Context: an optimization exercise on an open-source flow, tuned for small area. The choices shown serve that exercise and are no tape-out recipe.
Only simulation tests tie the RTL to the original design; equivalence was not proved.
Power figures rest on the tool's default switching activity, not on a simulated workload.

**flow/design.v**
```verilog
module temp_sensor_top(
    input         CLK100MHZ,
    input         enable,
    input  [15:0] manualSwitch,
    input         reset,
    input         TMP_SDA_in,
    output        TMP_SDA_out,
    output        TMP_SDA_oe,
    output        TMP_SCL,
    output [6:0]  CA,
    output [7:0]  AN,
    output        dp,
    output        R, G, B,
    output [15:0] LED
    );
    function [17:0] inc18(input [17:0] v);
        integer i;
        reg c;
        begin
            c = 1'b1;
            for (i = 0; i < 18; i = i + 1) begin
                inc18[i] = v[i] ^ c;
                c = c & v[i];
            end
        end
    endfunction
    reg [17:0] scan;
    always @(posedge CLK100MHZ)
        scan <= reset ? 18'd0 : inc18(scan);
    reg [8:0] pre;
    wire tick = (pre == 9'd499);
    wire [17:0] pre_inc = inc18({9'd0, pre});
    always @(posedge CLK100MHZ)
        pre <= (reset | tick) ? 9'd0 : pre_inc[8:0];
    reg [3:0] sub;
    reg [5:0] slot;
    wire sub_last = (sub == 4'd9);
    wire [17:0] sub_inc = inc18({14'd0, sub});
    wire [17:0] slot_inc = inc18({12'd0, slot});
    always @(posedge CLK100MHZ)
        if (reset) begin
            sub  <= 4'd0;
            slot <= 6'd0;
        end else if (tick) begin
            sub <= sub_last ? 4'd0 : sub_inc[3:0];
            if (sub_last)
                slot <= (slot == 6'd55) ? 6'd0 : slot_inc[5:0];
        end
    assign TMP_SCL = slot[0];
    reg oe;
    always @(*)
        case (slot)
            6'd0, 6'd1, 6'd2, 6'd3, 6'd4, 6'd5, 6'd6, 6'd7, 6'd8, 6'd9, 6'd10, 6'd11, 6'd12,
            6'd13, 6'd14, 6'd15, 6'd16, 6'd35, 6'd36, 6'd53, 6'd54, 6'd55: oe = 1'b1;
            default: oe = 1'b0;
        endcase
    assign TMP_SDA_oe = oe;
    wire hi = sub[3] | (sub[2] & (sub[1] | sub[0]));
    reg obit;
    always @(*)
        case (slot)
            6'd0:  obit = ~hi;
            6'd1:  obit = hi;
            6'd2:  obit = 1'b1;
            6'd3:  obit = ~hi;
            6'd4, 6'd5, 6'd6: obit = 1'b0;
            6'd7:  obit = hi;
            6'd8:  obit = 1'b1;
            6'd9:  obit = ~hi;
            6'd10: obit = 1'b0;
            6'd11: obit = hi;
            6'd35, 6'd36: obit = 1'b0;
            default: obit = 1'b1;
        endcase
    assign TMP_SDA_out = obit;
    reg bitslot;
    always @(*)
        case (slot)
            6'd20, 6'd22, 6'd24, 6'd26, 6'd28, 6'd30, 6'd32, 6'd34,
            6'd38, 6'd40, 6'd42, 6'd44, 6'd46: bitslot = 1'b1;
            default: bitslot = 1'b0;
        endcase
    wire sample = tick & sub_last & bitslot;
    reg [12:0] shreg;
    always @(posedge CLK100MHZ)
        if (sample)
            shreg <= {shreg[11:0], TMP_SDA_in};
    reg [12:0] temp;
    always @(posedge CLK100MHZ)
        if (reset)
            temp <= 13'd0;
        else if (tick & (slot == 6'd53))
            temp <= shreg;
    reg [6:0] pwm;
    wire [17:0] pwm_inc = inc18({11'd0, pwm});
    always @(posedge CLK100MHZ)
        pwm <= (reset | (pwm == 7'd100)) ? 7'd0 : pwm_inc[6:0];
    function lt8(input [7:0] v, input [7:0] k);
        integer i;
        reg eq;
        begin
            lt8 = 1'b0;
            eq = 1'b1;
            for (i = 7; i >= 0; i = i - 1) begin
                lt8 = lt8 | (eq & k[i] & ~v[i]);
                eq = eq & ~(k[i] ^ v[i]);
            end
        end
    endfunction
    wire [7:0] ipart = temp[11:4];
    reg rgb_q;
    reg rgb;
    always @(*)
        if (temp[12])
            rgb = lt8({1'b0, pwm}, 8'd25);
        else if (lt8(8'd30, ipart))
            rgb = (pwm != 7'd100);
        else if (ipart != 8'd0 && lt8(ipart, 8'd30))
            rgb = lt8({1'b0, pwm}, 8'd50);
        else
            rgb = rgb_q;
    always @(posedge CLK100MHZ)
        rgb_q <= reset ? 1'b0 : rgb;
    assign R = rgb;
    assign G = rgb;
    assign B = rgb;
    wire [12:0] val = enable ? temp : manualSwitch[12:0];
    assign LED = {val, 3'b000};
    wire neg = val[12];
    reg [12:0] mag;
    reg seen;
    integer j;
    always @(*) begin
        seen = 1'b0;
        for (j = 0; j < 13; j = j + 1) begin
            mag[j] = val[j] ^ (neg & seen);
            seen = seen | val[j];
        end
    end
    wire [7:0] x = mag[11:4];
    wire [3:0] frac = mag[3:0];
    function [3:0] add3(input [3:0] v);
        case (v)
            4'd5: add3 = 4'd8;
            4'd6: add3 = 4'd9;
            4'd7: add3 = 4'd10;
            4'd8: add3 = 4'd11;
            4'd9: add3 = 4'd12;
            default: add3 = v;
        endcase
    endfunction
    function [9:0] bcd8(input [7:0] b);
        integer i;
        reg [17:0] s;
        begin
            s = {10'd0, b};
            for (i = 0; i < 8; i = i + 1) begin
                s[11:8]  = add3(s[11:8]);
                s[15:12] = add3(s[15:12]);
                s = s << 1;
            end
            bcd8 = s[17:8];
        end
    endfunction
    wire [9:0] bcd = bcd8(x);
    wire [1:0] hun = bcd[9:8];
    wire [3:0] ten = bcd[7:4];
    wire [3:0] one = bcd[3:0];
    localparam [4:0] BLANK = 5'b11111, DASH = 5'b10000;
    reg [4:0] code;
    reg [3:0] fd;
    always @(*) begin
        fd = 4'd0;
        case (scan[16:15])
            2'd0: fd = (frac[0]) ? 4'd5 : 4'd0;
            2'd1: case (frac[1:0]) 2'd0: fd = 4'd0; 2'd1: fd = 4'd2; 2'd2: fd = 4'd5; default: fd = 4'd7; endcase
            2'd2: case (frac[2:0]) 3'd0: fd = 4'd0; 3'd1: fd = 4'd6; 3'd2: fd = 4'd2; 3'd3: fd = 4'd8;
                                    3'd4: fd = 4'd5; 3'd5: fd = 4'd1; 3'd6: fd = 4'd7; default: fd = 4'd3; endcase
            default: case (frac) 4'd0: fd = 4'd0; 4'd1: fd = 4'd0; 4'd2: fd = 4'd1; 4'd3: fd = 4'd1;
                                 4'd4: fd = 4'd2; 4'd5: fd = 4'd3; 4'd6: fd = 4'd3; 4'd7: fd = 4'd4;
                                 4'd8: fd = 4'd5; 4'd9: fd = 4'd5; 4'd10: fd = 4'd6; 4'd11: fd = 4'd6;
                                 4'd12: fd = 4'd7; 4'd13: fd = 4'd8; 4'd14: fd = 4'd8; default: fd = 4'd9; endcase
        endcase
        case (scan[17:15])
            3'd0, 3'd1, 3'd2, 3'd3: code = {1'b0, fd};
            3'd4: code = {1'b0, one};
            3'd5: if (enable)
                      case ({hun, ten})
                          6'h00, 6'h01, 6'h02, 6'h03, 6'h04, 6'h05, 6'h06, 6'h07, 6'h08, 6'h09:
                                 code = {1'b0, ten};
                          6'h10: code = 5'd10;
                          6'h11: code = 5'd11;
                          6'h12: code = 5'd12;
                          6'h13: code = 5'd13;
                          6'h14: code = 5'd14;
                          6'h15: code = 5'd15;
                          6'h16: code = DASH;
                          default: code = BLANK;
                      endcase
                  else
                      code = (hun != 2'd0 || ten != 4'd0) ? {1'b0, ten} : (neg ? DASH : BLANK);
            3'd6: if (enable)
                      code = neg ? DASH : BLANK;
                  else
                      code = (hun != 2'd0) ? {3'b000, hun} : ((neg && ten != 4'd0) ? DASH : BLANK);
            default: code = BLANK;
        endcase
    end
    reg [6:0] seg;
    always @(*)
        case (code)
            5'd0:  seg = 7'b1000000;
            5'd1:  seg = 7'b1111001;
            5'd2:  seg = 7'b0100100;
            5'd3:  seg = 7'b0110000;
            5'd4:  seg = 7'b0011001;
            5'd5:  seg = 7'b0010010;
            5'd6:  seg = 7'b0000010;
            5'd7:  seg = 7'b1111000;
            5'd8:  seg = 7'b0000000;
            5'd9:  seg = 7'b0011000;
            5'd10: seg = 7'b0001000;
            5'd11: seg = 7'b0000011;
            5'd12: seg = 7'b1000110;
            5'd13: seg = 7'b0100001;
            5'd14: seg = 7'b0000110;
            5'd15: seg = 7'b0001110;
            5'd16: seg = 7'b0111111;
            default: seg = 7'b1111111;
        endcase
    assign CA = seg;
    reg [7:0] an;
    always @(*)
        case (scan[17:15])
            3'd0: an = 8'b11111110;
            3'd1: an = 8'b11111101;
            3'd2: an = 8'b11111011;
            3'd3: an = 8'b11110111;
            3'd4: an = 8'b11101111;
            3'd5: an = 8'b11011111;
            3'd6: an = 8'b10111111;
            default: an = 8'b11111111;
        endcase
    assign AN = an;
    assign dp = ~(scan[17:15] == 3'd4);
endmodule
```
**flow/config.mk**
```make
export PLATFORM = sky130hd
export DESIGN_NAME = temp_sensor_top
export DESIGN_NICKNAME = temp_sensor_top
export VERILOG_FILES = /design/flow/design.v
export SDC_FILE = /design/flow/constraint.sdc
export NUM_CORES = 4
export LEC_CHECK = 0
export ABC_AREA = 1
export CAP_MARGIN = 20
export CORE_MARGIN = 2
export CORE_UTILIZATION = 40
export CTS_BUF_LIST = sky130_fd_sc_hd__clkbuf_8
export CTS_CLUSTER_DIAMETER = 500
export CTS_CLUSTER_SIZE = 100
export SLEW_MARGIN = 20
```
**flow/run.sh**
```bash
#!/bin/bash
# synth_recipe.tcl (not shown) runs the flow's synth.tcl, then flattens the netlist and writes it again
# the make line also repeats each setting of config.mk as NAME=value (left out here)
make -C /OpenROAD-flow-scripts/flow DESIGN_CONFIG=/design/flow/config.mk WORK_HOME=/design/flow/orfs CLKGATE_MAP_FILE= SYNTH_SCRIPT=/design/flow/synth_recipe.tcl finish
```
**flow/constraint.sdc**
```tcl
create_clock -name core_clock -period 20.0 [get_ports {CLK100MHZ}]
set_input_delay 4.0000 -clock core_clock [delete_from_list [all_inputs] [get_ports {CLK100MHZ}]]
set_output_delay 4.0000 -clock core_clock [all_outputs]
set_load 0.01 [all_outputs]
```
==> reports/results.ini, run 1 <==
[routing]
route.detailed.drc=0
wl_met2_mm=5.76
wl_mm=11.3
dr_wl_met3_um=362
num_vias=4752
highest_layer=met4
viasPerCell=4.87
wl_met1_mm=5.03
ant_nets=0
post_drt_wl_per_cell_um=11.6
drtIter0Drc=249
dr.pass1.iters=4

[synth]
synth_cell_types=50
synth_most_common_cell=inv_1
ys_ff_latch=73
synth.largest_area_cell=dfxtp_1
synth_warnings=1
synth_edf_count=13
synth_area_um2=5310
synth_top_area_share_pct=22.6
synth_commonest_cells=inv_1, nand2_1, nor2_1
netlist_instances=750
synthTopCellsByArea=dfxtp_1, ha_1, inv_1, nand2_1, edfxtp_1
async_reset_ff_share_pct=0
synth_seq_area_share_pct=30.0
synthFlopType=dfxtp_1
avgSynthCellArea_um2=7.08

[worst_setup_path]
critPathLaunch=enable
slowest_delay_ps=530
path_max_fanout=29
reg2reg_depth=18
cp.depth=35
path_delay_family=simple AND/OR/NAND/NOR gates
arrival_ps=9120
crit_buf_inv=7
r2r_start=scan[0]
crit_path_end_kind=output port
start_kind=primary input
path_class=primary input to output port
cp_slowest_cell=clkdlybuf4s50_1
path_common_cell=nand2_1
worstPathRequired_ps=16000

[clock_network]
clock_path_buffers=2
ctsResizeCount=0
clkLatencyLatePin_ps=350
cts.htree.levels=3
path_clk_slew_ps=60
root_buffer=clkbuf_8
cts_tree=yes
post-cts-setup-buffers=0
cts_made_buffers=9
cts.sinks=73
ctsHoldBuffers=0

[die]
initial_core_util_pct=40.6
rows=42
fp.dieW_um=119
die_h_um=119
die-area_um2=14200
coreArea_um2=13100
boundaryPins=58

[pwr]
ir_drop_mv=0.0377
power_density_nw_per_um2=56.3
power_leakage_nw=2.80

[placed_design]
port_buffers=50
hpwl_mm=9.00
gp_congestion=0.924
dp_cells=959

[final_layout]
finalNonFillerCells=975
area_delta_synth_final_pct=14.4
seqCellArea_um2=1590
fill_cells=1304
drive_gt1_share_pct=11.8
multi_input_area_um2=3050
layout.nets=860
antenna_cells=0

[hold_path]
min_path_type=register to register
holdPathStages=1
hold_start=scan[0]

[timing]
period_needed_ps=13120
setup_violations=0
hold_violations=0
fin_crit_sh_pct=65.6
slew_headroom_pct=42.7
fin_setup_tns_ps=0
fmax_ghz=0.0762
fin_skew_ps=9.11
rsz0062_at_grt=no
drv_slew=0
worst_pin_slew_ps=857

[global_route]
track_usage_pct=16.6
grt_pass1_wl_mm=19.6
grt_max_degree=38
antenna_found_initial=0
grt-ovfl-total=0
grt_pass1_vias=4591

[outcome]
status=timing/DRC/antenna clean

[run]
cap_violations=0

## logic make-up after synthesis
logic type | after synthesis | share of synthesized area (%)
compound gates | 84 | 9.95
xor+xnor | 12 | 2.26
buf+inv | 163 | 12.8
simple gates | 370 | 34.1
other cells | 2 | 0.141
fa+ha+maj | 46 | 10.8
flops | 73 | 30.0
## worst paths after layout
check | endpoint | slack, ps
max | CA[3] | 6880
min | scan[0] | 420
max reg2reg | scan[17] | 16490
min reg2reg | scan[0] | 420
## per-stage QoR
step                      hold slack (ps)  area (µm²)  worst slack (ps)  power [W]  util [%]
after floorplan                       390        5320              8700   0.000228         -
after global placement                401        5910              7010   0.000248      45.2
after detailed placement              423        5910              6850   0.000249      45.2
after CTS                             432        6070              6840   0.000346      46.4
after global routing                  443        6070              6300   0.000363      46.4
final                                 424        6070              6880   0.000342      46.4
## flip-flops by register name, indices dropped and copies added (netlist names)
register	cells
scan	18
shreg	13
temp	13
pre	9
pwm	7
slot	6
sub	4
TMP_SDA_oe	1
bitslot	1
rgb_q	1
## where the power goes
group / switching (W) / leakage [nW] / internal (W) / total [W]
registers: 0.000000898 / 0.602 / 0.000151 / 0.000151
logic: 0.0000619 / 2.09 / 0.0000328 / 0.0000947
clock network: 0.0000497 / 0.102 / 0.0000459 / 0.0000956
## worst register-to-register path, stage by stage (launching register included)
cell and delay [ps]:
dfxtp_1 310, ha_1 190, ha_1 180, ha_1 180, ha_1 180, ha_1 180, ha_1 180, ha_1 180
ha_1 180, ha_1 180, ha_1 180, ha_1 180, ha_1 190, ha_1 190, ha_1 180, ha_1 180
ha_1 180, xnor2_1 140, nor2_1 60
## cell type report
class | count | area share (%)
multi-input combinational | 516 | 50.2
clock buffer | 10 | 2.27
tap | 176 | 3.63
inverter | 142 | 8.82
sequential | 73 | 26.2
clock inverter | 6 | 0.392
timing repair buffer | 52 | 8.49
## placed cells by master (no fill, tap or decap), types with 6 or more instances in the layout
cell / n
nand3_1: 52
o22ai_1: 6
nor3_1: 33
inv_1: 131
edfxtp_1: 13
o21ai_0: 18
o211ai_1: 9
o21ai_1: 8
inv_2: 13
xor2_1: 7
nor4_1: 6
nand2_2: 25
nor2_1: 84
a21oi_1: 23
nand4_1: 11
dfxtp_1: 60
ha_1: 46
nand2_1: 124
clkdlybuf4s50_1: 50
clkbuf_8: 10
nand3_2: 9
## per-layer routing
| metal | GRT usage [%] | vias to the layer above |
|---|---|---|
| li1 | - | 2488 |
| met1 | 19.4 | 2173 |
| met2 | 30.6 | 77 |
| met3 | 2.49 | 14 |
| met4 | 5.80 | 0 |
| met5 | 0 | - |
==> run 2, diff against run 1 <==
--- a/flow/config.mk
+++ b/flow/config.mk
@@ -10,6 +10,3 @@
 export CORE_MARGIN = 2
 export CORE_UTILIZATION = 40
-export CTS_BUF_LIST = sky130_fd_sc_hd__clkbuf_8
-export CTS_CLUSTER_DIAMETER = 500
-export CTS_CLUSTER_SIZE = 100
 export SLEW_MARGIN = 20
==> run 2 against run 1 <==
Critical path type unchanged. Sequential power barely moved. First-iteration DRC count increased by 2.8%. Fmax barely moved.
==> reports/results.ini, run 2 <==
[synth]
synth_edf_count=13
ys_ff_latch=73
synth_top_family_by_area=simple AND/OR/NAND/NOR gates
synth_warnings=1
synthFlopType=dfxtp_1
netlist_instances=750
synth_seq_area_share_pct=30.0
synth_area_um2=5310
synthTopCellsByArea=dfxtp_1, ha_1, inv_1, nand2_1, edfxtp_1
synthXorXnorAreaFrac_pct=2.26
synth-compound-area-share_pct=9.95
async_reset_ff_share_pct=0
synth_most_common_cell=inv_1
avgSynthCellArea_um2=7.08
synth-simple-area-share_pct=34.1
synthAdderAreaFrac_pct=10.8
synth_top_area_share_pct=22.6
synth.largest_area_cell=dfxtp_1
synth_commonest_cells=inv_1, nand2_1, nor2_1
synth_mux_area_share_pct=0
synth_cell_types=50

[global_route]
antenna_found_initial=0
grt_pass1_wl_mm=19.6
grt_pass1_vias=4598
track_usage_pct=16.7
grt_max_degree=38
grt-ovfl-total=0

[timing]
setup_violations=0
period_needed_ps=13110
fin_crit_sh_pct=65.6
timing.hold.ws_ps=421
fin_setup_tns_ps=0
slew_headroom_pct=43.6
rsz0062_at_grt=no
drv_slew=0
hold_violations=0
fin_skew_ps=8.12
fmax_ghz=0.0763
worst_pin_slew_ps=843

[worst_setup_path]
path_max_fanout=29
reg2reg_depth=18
path_common_cell=nand2_1
worstPathRequired_ps=16000
start_kind=primary input
path_class=primary input to output port
cp_slowest_cell=clkdlybuf4s50_1
arrival_ps=9110
crit_path_end_kind=output port
slowest_delay_ps=530

[outcome]
status=timing/DRC/antenna clean

[clock_network]
ctsHoldBuffers=0
cts_tree=yes
path_clk_slew_ps=50
post-cts-setup-buffers=0
cts.sinks=73
clkLatencyLatePin_ps=330
cts.htree.levels=3
clock_path_buffers=2
ctsResizeCount=0
cts_made_buffers=9
root_buffer=clkbuf_16

[run]
cap_violations=0

[pwr]
ir_drop_mv=0.0550
power_leakage_nw=2.82
power_density_nw_per_um2=62.7

[routing]
wl_mm=11.3
drtIter0Drc=256
dr.pass1.iters=4
route.detailed.drc=0
ant_nets=0
viasPerCell=4.86
num_vias=4738
post_drt_wl_per_cell_um=11.6

[die]
die-area_um2=14200
initial_core_util_pct=40.6
boundaryPins=58
rows=42
fp.dieW_um=119
coreArea_um2=13100
die_h_um=119

[placed_design]
gp_congestion=0.924
port_buffers=50
placed_area_um2=5910
hpwl_mm=9.00

[final_layout]
area_delta_synth_final_pct=16.3
final_cell_mix=inv_1, nand2_1, nor2_1
fill_cells=1294
top_regs=scan: 18 flops, shreg: 13 flops, temp: 13 flops
drive_gt1_share_pct=11.8
design_area_um2=6170
antenna_cells=0
final_common_cell=inv_1
layout.nets=860
largest-register=scan
largest_reg_flops=18

[hold_path]
min_path_type=register to register
holdPathStages=1

-- run 2: power by group --
part,internal (W),switching (W),leakage [nW]
clock network,0.0000872,0.0000536,0.128
logic,0.0000328,0.0000619,2.09
registers,0.000151,0.000000894,0.602
-- run 2: worst max-delay path: cells and delay by family --
kind | cells | cell delay (ps)
buf+inv | 7 | 1650
compound gates | 3 | 410
simple gates | 24 | 2760
fa+ha+maj | 1 | 260
-- run 2: metrics by stage --
stage                     instances  power (W)  setup slack (ps)  utilization [%]
after floorplan                 752   0.000228              8700                -
after global placement          959   0.000248              7010             45.2
after detailed placement        959   0.000249              6850             45.2
after CTS                       975   0.000393              6840             47.2
after global routing            975   0.000410              6300             47.2
final                           975   0.000387              6890             47.2
-- run 2: cell families (layout without fill, tap and decap cells) --
family / count (synthesis) / in the layout
buf+inv: 163 / 210
fa+ha+maj: 46 / 46
simple gates: 370 / 370
xor+xnor: 12 / 12
flops: 73 / 73
compound gates: 84 / 84
other cells: 2 / 4
-- run 2: worst paths after layout --
path / start / endpoint / slack (ps)
setup / recovery: enable / CA[3] / 6890
hold / removal: scan[0] / scan[0] / 420
setup reg to reg: scan[0] / scan[17] / 16490
hold reg to reg: scan[0] / scan[0] / 420
-- run 2: per-layer routing --
layer  global-route usage (%)  share of wire [%]  vias up
li1                         -                  -     2490
met4                     6.47                1.9        0
met1                     19.4                 44     2141
met2                     30.7                 51       92
met3                     2.35                3.3       15
met5                        0                  0        -
-- run 2: final cells by class --
class | count | area (µm²) | area share [%]
clock buffers | 15 | 258 | 4.18
flip-flops and latches | 73 | 1590 | 25.8
well taps | 176 | 220 | 3.57
repair buffers | 52 | 515 | 8.35
clock inverters | 1 | 5.00 | 0.0811
multi-input cells | 516 | 3050 | 49.4
inverters | 142 | 536 | 8.68

[re-timing with driven ports]
No port has a modelled driver above. Below, the same layouts with a new extraction and two added sets of constraints. Step 1 sets driving cells, clkbuf_16 on the clock port and buf_2 on the other inputs (assumed; they add their load-dependent delay and slew). Step 2, shift: input delay + t, output delay - t, t = (earliest + latest rising clock arrival at the registers) / 2. This alone moves slack from input paths to output paths. a / b / c = ideal ports / drivers / drivers and shift; a / b = the first two.
| run | shift t [ns] | slack for setup (ns) | latest minus earliest clock arrival (ns) |
|---|---|---|---|
| run 1 | 0.374 | 6.875 / 6.853 / 6.853 | 0.009 / 0.009 |
| run 2 | 0.361 | 6.887 / 6.865 / 6.865 | 0.009 / 0.008 |
After both steps every run listed still meets setup and hold.
